This design comes from an exercise in tuning for small area on the open sky130 flow, not from production work. Only simulation tests tie the RTL to the original design; equivalence was not proved. No activity file was given, so power comes from the tool's default toggle rates.

## temp_monitor
module temp_monitor(
    input         CLK100MHZ,         
    input         reset,             
    input         enable,            
    input  [12:0] manualSwitch,
    input         TMP_SDA_in,        
    output        TMP_SDA_out,       
    output        TMP_SDA_oe,        
    output        TMP_SCL,           
    output [6:0]  CA,                
    output [7:0]  AN,                
    output        dp,
    output        R,G,B,
    output [15:0] LED                
    );
Settings: LEC_CHECK=0, ABC_AREA=1, CAP_MARGIN=20, CORE_MARGIN=2, CORE_UTILIZATION=80, CTS_BUF_LIST=sky130_fd_sc_hd__clkbuf_8, CTS_CLUSTER_SIZE=15, SLEW_MARGIN=20; clock period 10.0 ns.
standard.sh (not shown) runs the stock make flow with config.mk's settings and CLKGATE_MAP_FILE= SYNTH_SCRIPT=/design/flow/synth_recipe.tcl, a recipe that flattens the netlist after the stock synthesis.
==> flow/flow/run.sh <==
#!/bin/bash
# Own layout flow: the standard synthesis, then its combinational logic is
# re-mapped with a stronger ABC script (registers untouched), then the standard
# ORFS layout with the smallest buffer on the ports.
set -euo pipefail
W=$(pwd)
PLAT=$FLOW_HOME/platforms/$FLOW_PLATFORM
LIB=$PLAT/lib/sky130_fd_sc_hd__tt_025C_1v80.lib
RES=$W/orfs/results/$FLOW_PLATFORM/temp_monitor/base

# 1. standard synthesis (reference registers and names)
bash standard.sh synth > $W/log_1_standard_synth.txt 2>&1
cp $RES/1_2_yosys.v $W/std_1_2_yosys.v

# 2. re-map the combinational logic: four ABC runs with different seeds,
#    keep the smallest
python3 flow/cellmap.py $LIB > $W/cellmap.v
for S in 1 2 3 4; do
  sed "s/@SEED@/$S/" flow/resyn.abc > $W/resyn_$S.abc
  cat > $W/resyn_$S.ys <<EOS
read_verilog $W/cellmap.v
read_liberty -lib -ignore_redef $LIB
read_verilog $W/std_1_2_yosys.v
hierarchy -top $FLOW_TOP
flatten
opt -purge
techmap
opt -fast -purge
read_liberty -lib -overwrite $LIB
abc -script $W/resyn_$S.abc -liberty $LIB -dont_use *probe* -dont_use *lpflow*
splitnets
opt_clean -purge
hilomap -singleton -hicell sky130_fd_sc_hd__conb_1 HI -locell sky130_fd_sc_hd__conb_1 LO
insbuf -buf sky130_fd_sc_hd__buf_1 A X
check -assert -mapped
tee -o $W/resyn_stat_$S.txt stat -liberty $LIB
write_verilog -noattr -nohex -nodec $W/resyn_$S.v
EOS
  yosys -s $W/resyn_$S.ys > $W/log_2_resyn_$S.txt 2>&1 &
done
wait
BEST=$(for S in 1 2 3 4; do
  if [[ -s $W/resyn_$S.v ]]; then
    echo "$(awk '/Chip area/ {print $NF}' $W/resyn_stat_$S.txt) $S"
  fi
done | sort -g | head -1 | awk '{print $2}')
echo "best resynthesis: seed $BEST" > $W/log_2_resyn_best.txt
cat $W/resyn_stat_*.txt >> $W/log_2_resyn_best.txt
cp $W/resyn_$BEST.v $RES/1_2_yosys.v
rm -f $RES/1_synth.odb $RES/1_synth.sdc

# 3. standard layout from the re-mapped netlist
export BUFFER_PORTS_ARGS="-buffer_cell sky130_fd_sc_hd__buf_1"
export CTS_ARGS="-sink_clustering_enable -repair_clock_nets -sink_clustering_size 20 -buf_list sky130_fd_sc_hd__clkbuf_8 -dont_use_dummy_load"
bash standard.sh > $W/log_3_layout.txt 2>&1
==> flow/flow/resyn.abc <==
&get -n
&deepsyn -T 60 -S @SEED@
&put
dch -f
amap -F 50 -A 50
topo
upsize -D 6000
dnsize -D 6000
Other scripts of this flow, unchanged in this note and not shown: flow/flow/cellmap.py
==> next run, changes <==
CORE_UTILIZATION = 55   (was 80)
- wire length falls by about a fifth
- cell area rises slightly
- global-route usage falls by 15 points
- sequential power hardly moves
- clock skew rises by 0.0032 ns
- register-to-register slack improved by 0.27 ns
- core utilization falls by 27 points
- combinational power falls slightly
- sequential share of layout area falls by 0.44 points
- hold slack got worse by 0.012 ns
- worst setup slack improved by 0.31 ns
==> next run, changes <==
--- a/flow/flow/run.sh
+++ b/flow/flow/run.sh
@@ -15 +15 @@
-# 2. re-map the combinational logic: four ABC runs with different seeds,
+# 2. re-map the combinational logic: eight ABC runs with different seeds,
@@ -18 +18 @@
-for S in 1 2 3 4; do
+for S in 1 2 3 4 5 6 7 8; do
@@ -39,0 +40 @@
+  if [[ $S == 4 ]]; then wait; fi
@@ -42 +43 @@
-BEST=$(for S in 1 2 3 4; do
+BEST=$(for S in 1 2 3 4 5 6 7 8; do
CORE_UTILIZATION = 70   (was 55)
Routed wire length rises by about 16%.
Final area hardly moves.
Die area falls by 20%.
Worst setup slack gets worse by 0.15 ns.
Synthesized cell count stays the same.
==> next run, changes <==
--- a/flow/flow/run.sh
+++ b/flow/flow/run.sh
@@ -15 +15 @@
-# 2. re-map the combinational logic: eight ABC runs with different seeds,
+# 2. re-map the combinational logic: four ABC runs with different seeds,
@@ -18 +18 @@
-for S in 1 2 3 4 5 6 7 8; do
+for S in 1 2 3 4; do
@@ -40 +39,0 @@
-  if [[ $S == 4 ]]; then wait; fi
@@ -43 +42 @@
-BEST=$(for S in 1 2 3 4 5 6 7 8; do
+BEST=$(for S in 1 2 3 4; do
==> flow/flow/resyn.abc (replaced) <==
&get -n
&deepsyn -T 60 -S @SEED@
&put
dch -f
amap -F 50 -A 50
topo
After rerunning: Global-route usage drops by 2.9 points. Wire length is lower by about 12%. Synthesized area is about the same. Sequential power stays flat. Clock-buffer cell count does not change. Register-to-register slack got worse by 0.21 ns. Clock power decreases by about 3%. Final cell count is about the same.
==> next run, changes <==
==> flow/flow/resyn.abc (replaced) <==
&get -n
&deepsyn -T 60 -S @SEED@
&put
dch -f
amap -F 50 -A 50
topo
upsize -D 6000
dnsize -D 6000
After rerunning: Final area came out lower by about 1.4%; non-clock buffer count does not change; combinational power came out lower by about 11%; wire length came out higher by 13%.
==> next run, changes <==
CORE_UTILIZATION = 45   (was 70)
What happened: The new run finished clean. Global-route usage shrinks by 13 points. Non-clock buffer count is unchanged. Clock-buffer cell count is unchanged. Sequential cell count does not change. Hold slack improves by 0.0075 ns. Worst setup slack gets worse by 0.039 ns. Clock power shrinks by a few percent. Wire length decreases by roughly a tenth.


The RTL this note starts from:
==> flow/design.v <==
`timescale 1ns / 1ps
module temp_monitor(
    input         CLK100MHZ,         
    input         reset,             
    input         enable,            
    input  [12:0] manualSwitch,
    input         TMP_SDA_in,        
    output        TMP_SDA_out,       
    output        TMP_SDA_oe,        
    output        TMP_SCL,           
    output [6:0]  CA,                
    output [7:0]  AN,                
    output        dp,
    output        R,G,B,
    output [15:0] LED                
    );
    localparam [4:0] DASH  = 5'd16;
    localparam [4:0] BLANK = 5'd31;
    reg  [14:0] lfsr;
    wire        lz    = (lfsr[13:0] == 14'd0);
    wire        lzero = lz & ~lfsr[14];
    always @(posedge CLK100MHZ or posedge reset)
        if (reset) lfsr <= 15'd0;
        else       lfsr <= {lfsr[13:0], lfsr[14] ^ lfsr[13] ^ lz};
    reg  [2:0] pdig;                         
    wire [2:0] dig = pdig + {2'b00, lzero};   
    reg        started;
    always @(posedge CLK100MHZ or posedge reset)
        if (reset) begin
            pdig    <= 3'd7;
            started <= 1'b0;
        end else begin
            pdig    <= dig;
            started <= 1'b1;
        end
    localparam [8:0] PRE_FIRST = 9'd401;
    localparam [8:0] PRE_LAST  = 9'd456;
    reg  [8:0] pre;
    wire       tick = (pre == PRE_LAST);
    always @(posedge CLK100MHZ or posedge reset)
        if (reset) pre <= PRE_FIRST;
        else       pre <= {pre[7:0], ~(pre[8] ^ pre[4] ^ tick)};
    reg [2:0] sub;
    reg [6:0] ph;
    wire sub_end = (sub == 3'd4);
    always @(posedge CLK100MHZ or posedge reset)
        if (reset) begin
            sub <= 3'd0;
            ph  <= 7'd0;
        end else if (tick) begin
            sub <= sub_end ? 3'd0 : sub + 3'd1;
            if (sub_end)
                ph <= (ph == 7'd111) ? 7'd0 : ph + 7'd1;
        end
    assign TMP_SCL = ph[1];
    wire nack = (ph >= 7'd106);
    assign TMP_SDA_oe = (ph < 7'd34) | (ph >= 7'd70 && ph < 7'd74) | nack;
    reg obit;
    always @(*) begin
        if (ph[6])
            obit = ph[5];
        else if (ph == 7'd0)
            obit = 1'b1;
        else if (ph < 7'd3)
            obit = 1'b0;
        else if (ph < 7'd7)
            obit = 1'b1;
        else if (ph < 7'd15)
            obit = 1'b0;
        else if (ph < 7'd19)
            obit = 1'b1;
        else if (ph < 7'd23)
            obit = 1'b0;
        else
            obit = 1'b1;
    end
    assign TMP_SDA_out = obit;
    wire sample = tick & sub_end & (ph[1:0] == 2'b01) & (ph >= 7'd41) & (ph <= 7'd93) & (ph != 7'd73);
    reg [12:0] shreg;
    always @(posedge CLK100MHZ)
        if (sample) shreg <= {shreg[11:0], TMP_SDA_in};
    reg [12:0] T;
    reg        valid;
    wire       load = tick & nack;
    always @(posedge CLK100MHZ)
        if (load) T <= shreg;
    always @(posedge CLK100MHZ or posedge reset)
        if (reset)     valid <= 1'b0;
        else if (load) valid <= 1'b1;
    wire [12:0] V = ({13{enable & valid}} & T) | ({13{~enable}} & manualSwitch);
    assign LED = {V, 3'b000};
    reg [6:0] rc;
    reg       rgb;
    always @(posedge CLK100MHZ or posedge reset)
        if (reset) rc <= 7'd0;
        else       rc <= (rc == 7'd100) ? 7'd0 : rc + 7'd1;
    wire [7:0] TI = T[11:4];
    wire gt30  = (TI > 8'd30);
    wire hold  = ~valid | (~T[12] & ((TI == 8'd0) | (TI == 8'd30)));
    wire level = T[12] ? (rc < 7'd25) : gt30 ? (rc != 7'd100) : (rc < 7'd50);
    always @(posedge CLK100MHZ or posedge reset)
        if (reset)      rgb <= 1'b0;
        else if (!hold) rgb <= level;
    assign R = rgb;
    assign G = rgb;
    assign B = rgb;
    wire [4:0] code;
    tm_digit_code u_code(.enable(enable), .V(V), .dig(dig), .code(code));
    reg [4:0] ncode;
    always @(posedge CLK100MHZ or posedge reset)
        if (reset) ncode <= 5'd0;
        else       ncode <= ~code;
    wire [4:0] rcode = ~ncode;
    reg [6:0] seg;
    always @(*) begin
        case (rcode)
            5'd0 : seg = 7'b1000000;
            5'd1 : seg = 7'b1111001;
            5'd2 : seg = 7'b0100100;
            5'd3 : seg = 7'b0110000;
            5'd4 : seg = 7'b0011001;
            5'd5 : seg = 7'b0010010;
            5'd6 : seg = 7'b0000010;
            5'd7 : seg = 7'b1111000;
            5'd8 : seg = 7'b0000000;
            5'd9 : seg = 7'b0011000;
            5'd10: seg = 7'b0001000;
            5'd11: seg = 7'b0000011;
            5'd12: seg = 7'b1000110;
            5'd13: seg = 7'b0100001;
            5'd14: seg = 7'b0000110;
            5'd15: seg = 7'b0001110;
            5'd16: seg = 7'b0111111;
            default: seg = 7'b1111111;
        endcase
    end
    assign CA = seg;
    assign AN[0] = ~(pdig == 3'd0);
    assign AN[1] = ~(pdig == 3'd1);
    assign AN[2] = ~(pdig == 3'd2);
    assign AN[3] = ~(pdig == 3'd3);
    assign AN[4] = ~(pdig == 3'd4);
    assign AN[5] = ~(pdig == 3'd5);
    assign AN[6] = ~(started & pdig[2] & pdig[1]);
    assign AN[7] = 1'b1;
    assign dp    = ~(pdig == 3'd4);
endmodule
module tm_digit_code(
    input             enable,
    input      [12:0] V,
    input      [2:0]  dig,
    output reg [4:0]  code
    );
    localparam [4:0] DASH  = 5'd16;
    localparam [4:0] BLANK = 5'd31;
    wire        s   = V[12];
    wire [11:0] below;
    assign below[0] = 1'b0;
    genvar gi;
    generate for (gi = 1; gi < 12; gi = gi + 1) begin : g_neg
        assign below[gi] = below[gi-1] | V[gi-1];
    end endgenerate
    wire [11:0] mag = V[11:0] ^ ({12{s}} & below);
    wire [7:0]  I   = mag[11:4];
    wire [3:0]  F   = mag[3:0];
    wire [4:0] q;
    wire [2:0] r0, r1, r2, r3, r4;
    assign q[4] = I[7] & (I[6] | I[5]);
    assign r0 = {I[7] & ~I[6] & ~I[5], I[6] & (~I[7] | I[5]), (~I[7] & I[5]) | (I[7] & I[6] & ~I[5])};
    m5 s1(r0, I[4], q[3], r1);
    m5 s2(r1, I[3], q[2], r2);
    m5 s3(r2, I[2], q[1], r3);
    m5 s4(r3, I[1], q[0], r4);
    wire [3:0] r = {r4, I[0]};
    wire        ge100 = (q >= 5'd10);
    wire        ge10  = (q != 5'd0);
    wire [1:0]  hun   = {q >= 5'd20, ge100 & (q < 5'd20)};
    wire [3:0]  ten   = q - ((q >= 5'd20) ? 5'd20 : ge100 ? 5'd10 : 5'd0);
    reg [3:0] f1, f2, f3;
    always @(*) begin
        case (F[1:0])
            2'd0: f1 = 4'd0;
            2'd1: f1 = 4'd2;
            2'd2: f1 = 4'd5;
            default: f1 = 4'd7;
        endcase
        case (F[2:0])
            3'd0: f2 = 4'd0;
            3'd1: f2 = 4'd6;
            3'd2: f2 = 4'd2;
            3'd3: f2 = 4'd8;
            3'd4: f2 = 4'd5;
            3'd5: f2 = 4'd1;
            3'd6: f2 = 4'd7;
            default: f2 = 4'd3;
        endcase
        case (F)
            4'd0, 4'd1:   f3 = 4'd0;
            4'd2, 4'd3:   f3 = 4'd1;
            4'd4:         f3 = 4'd2;
            4'd5, 4'd6:   f3 = 4'd3;
            4'd7:         f3 = 4'd4;
            4'd8, 4'd9:   f3 = 4'd5;
            4'd10, 4'd11: f3 = 4'd6;
            4'd12:        f3 = 4'd7;
            4'd13, 4'd14: f3 = 4'd8;
            default:      f3 = 4'd9;
        endcase
    end
    always @(*) begin
        case (dig)
            3'd0: code = F[0] ? 5'd5 : 5'd0;
            3'd1: code = {1'b0, f1};
            3'd2: code = {1'b0, f2};
            3'd3: code = {1'b0, f3};
            3'd4: code = {1'b0, r};
            3'd5: code = enable ? q : ge10 ? {1'b0, ten} : (s ? DASH : BLANK);
            3'd6: code = enable ? (s ? DASH : BLANK) :
                         ge100 ? {3'b000, hun} : ((ge10 & s) ? DASH : BLANK);
            default: code = (~enable & s & ge100) ? DASH : BLANK;
        endcase
    end
endmodule
module m5(input [2:0] r, input b, output q, output [2:0] ro);
    assign q     = r[2] | (r[1] & (r[0] | b));
    assign ro[2] = (r[1] & ~r[0] & ~b) | (r[2] & b);
    assign ro[1] = (~r[1] & r[0]) | (r[1] & r[0] & b) | (r[2] & ~b);
    assign ro[0] = (~r[2] & ~r[1] & b) | (r[1] & r[0] & ~b) | (r[2] & ~b);
endmodule
make LEC_CHECK=0 ABC_AREA=1 CAP_MARGIN=20 CORE_MARGIN=2 CORE_UTILIZATION=78 CTS_BUF_LIST=sky130_fd_sc_hd__clkbuf_8 CTS_CLUSTER_SIZE=15 PLACE_DENSITY=0.9 SLEW_MARGIN=20 finish   # period 10.0 ns
run.sh (not shown) runs the stock make flow with config.mk's settings and CLKGATE_MAP_FILE= SYNTH_SCRIPT=/design/flow/synth_recipe.tcl, a recipe that flattens the netlist after the stock synthesis.
Stock flow here: none of the scripts above is used.
Change:
Settings changed: ABC_AREA 1 to default, CORE_UTILIZATION 78 to 40, CTS_BUF_LIST sky130_fd_sc_hd__clkbuf_8 to default, CTS_CLUSTER_SIZE 15 to default, PLACE_DENSITY 0.9 to default.
Outcome: Global-route usage fell by 34 points. Design area came out higher by 8.1%. Synthesized cell count goes down by 6.5%. Clock power increases by 12%. Register-to-register slack gets worse by 340 ps. Area after synthesis is higher by 6.7%.
Change:
Settings changed: ABC_AREA from default to 1, CORE_UTILIZATION 40 to 85, CTS_BUF_LIST from default to sky130_fd_sc_hd__clkbuf_2, CTS_CLUSTER_SIZE from default to 20, PLACE_DENSITY_LB_ADDON from default to 0.05.
The new run stopped in 3_1_place_gp_skip_io; synthesized area shrinks by 6.3%; synthesized cell count grows by 7.0%.
Change:
Settings changed: ABC_AREA 1 to default, CORE_UTILIZATION 85 to 70, CTS_BUF_LIST sky130_fd_sc_hd__clkbuf_2 to default, CTS_CLUSTER_SIZE 20 to default, PLACE_DENSITY_LB_ADDON 0.05 to default.
Effect:
- The new run finished with timing, DRC and antenna clean
- synthesized area goes up by a few percent
- synthesized cell count fell by a few percent

re-timing with driven ports:
Ports are ideal in the flow. The routed layouts listed here were re-timed in OpenROAD. Step 1: set_driving_cell puts a clkbuf_16 on CLK100MHZ and a buf_2 on each other input, an assumption about the parent block. Step 2 times the ports against the registers' clock, not the clock port: input delays grow and output delays shrink by t, the midpoint of the rising clock arrivals with the driver on. Slacks: ideal / step 1 / step 2; pairs: ideal / step 1.
run	t, ns	setup WS [ns]	worst slew at a driven data input, ns
the first run of note 1	0.373	0.829 / 0.838 / 0.464	0.04
the second run of note 1	0.360	1.137 / 1.146 / 0.786	0.03
the third run of note 1	0.373	0.989 / 0.995 / 0.622	0.04
the fourth run of note 1	0.357	0.824 / 0.825 / 0.468	0.03
the fifth run of note 1	0.373	0.989 / 0.995 / 0.622	0.04
the sixth run of note 1	0.352	0.950 / 0.952 / 0.601	0.04
the first run of note 2	0.399	2.799 / 2.794 / 2.394	0.06
the second run of note 2	0.361	2.742 / 2.719 / 2.358	0.06
the fourth run of note 2	0.382	2.618 / 2.623 / 2.241	0.06
After both steps setup and hold are still met in every run listed. For the first run of note 2, which loses most, drivers alone change the setup slack by -0.005 ns; drivers and shift together by -0.405 ns.
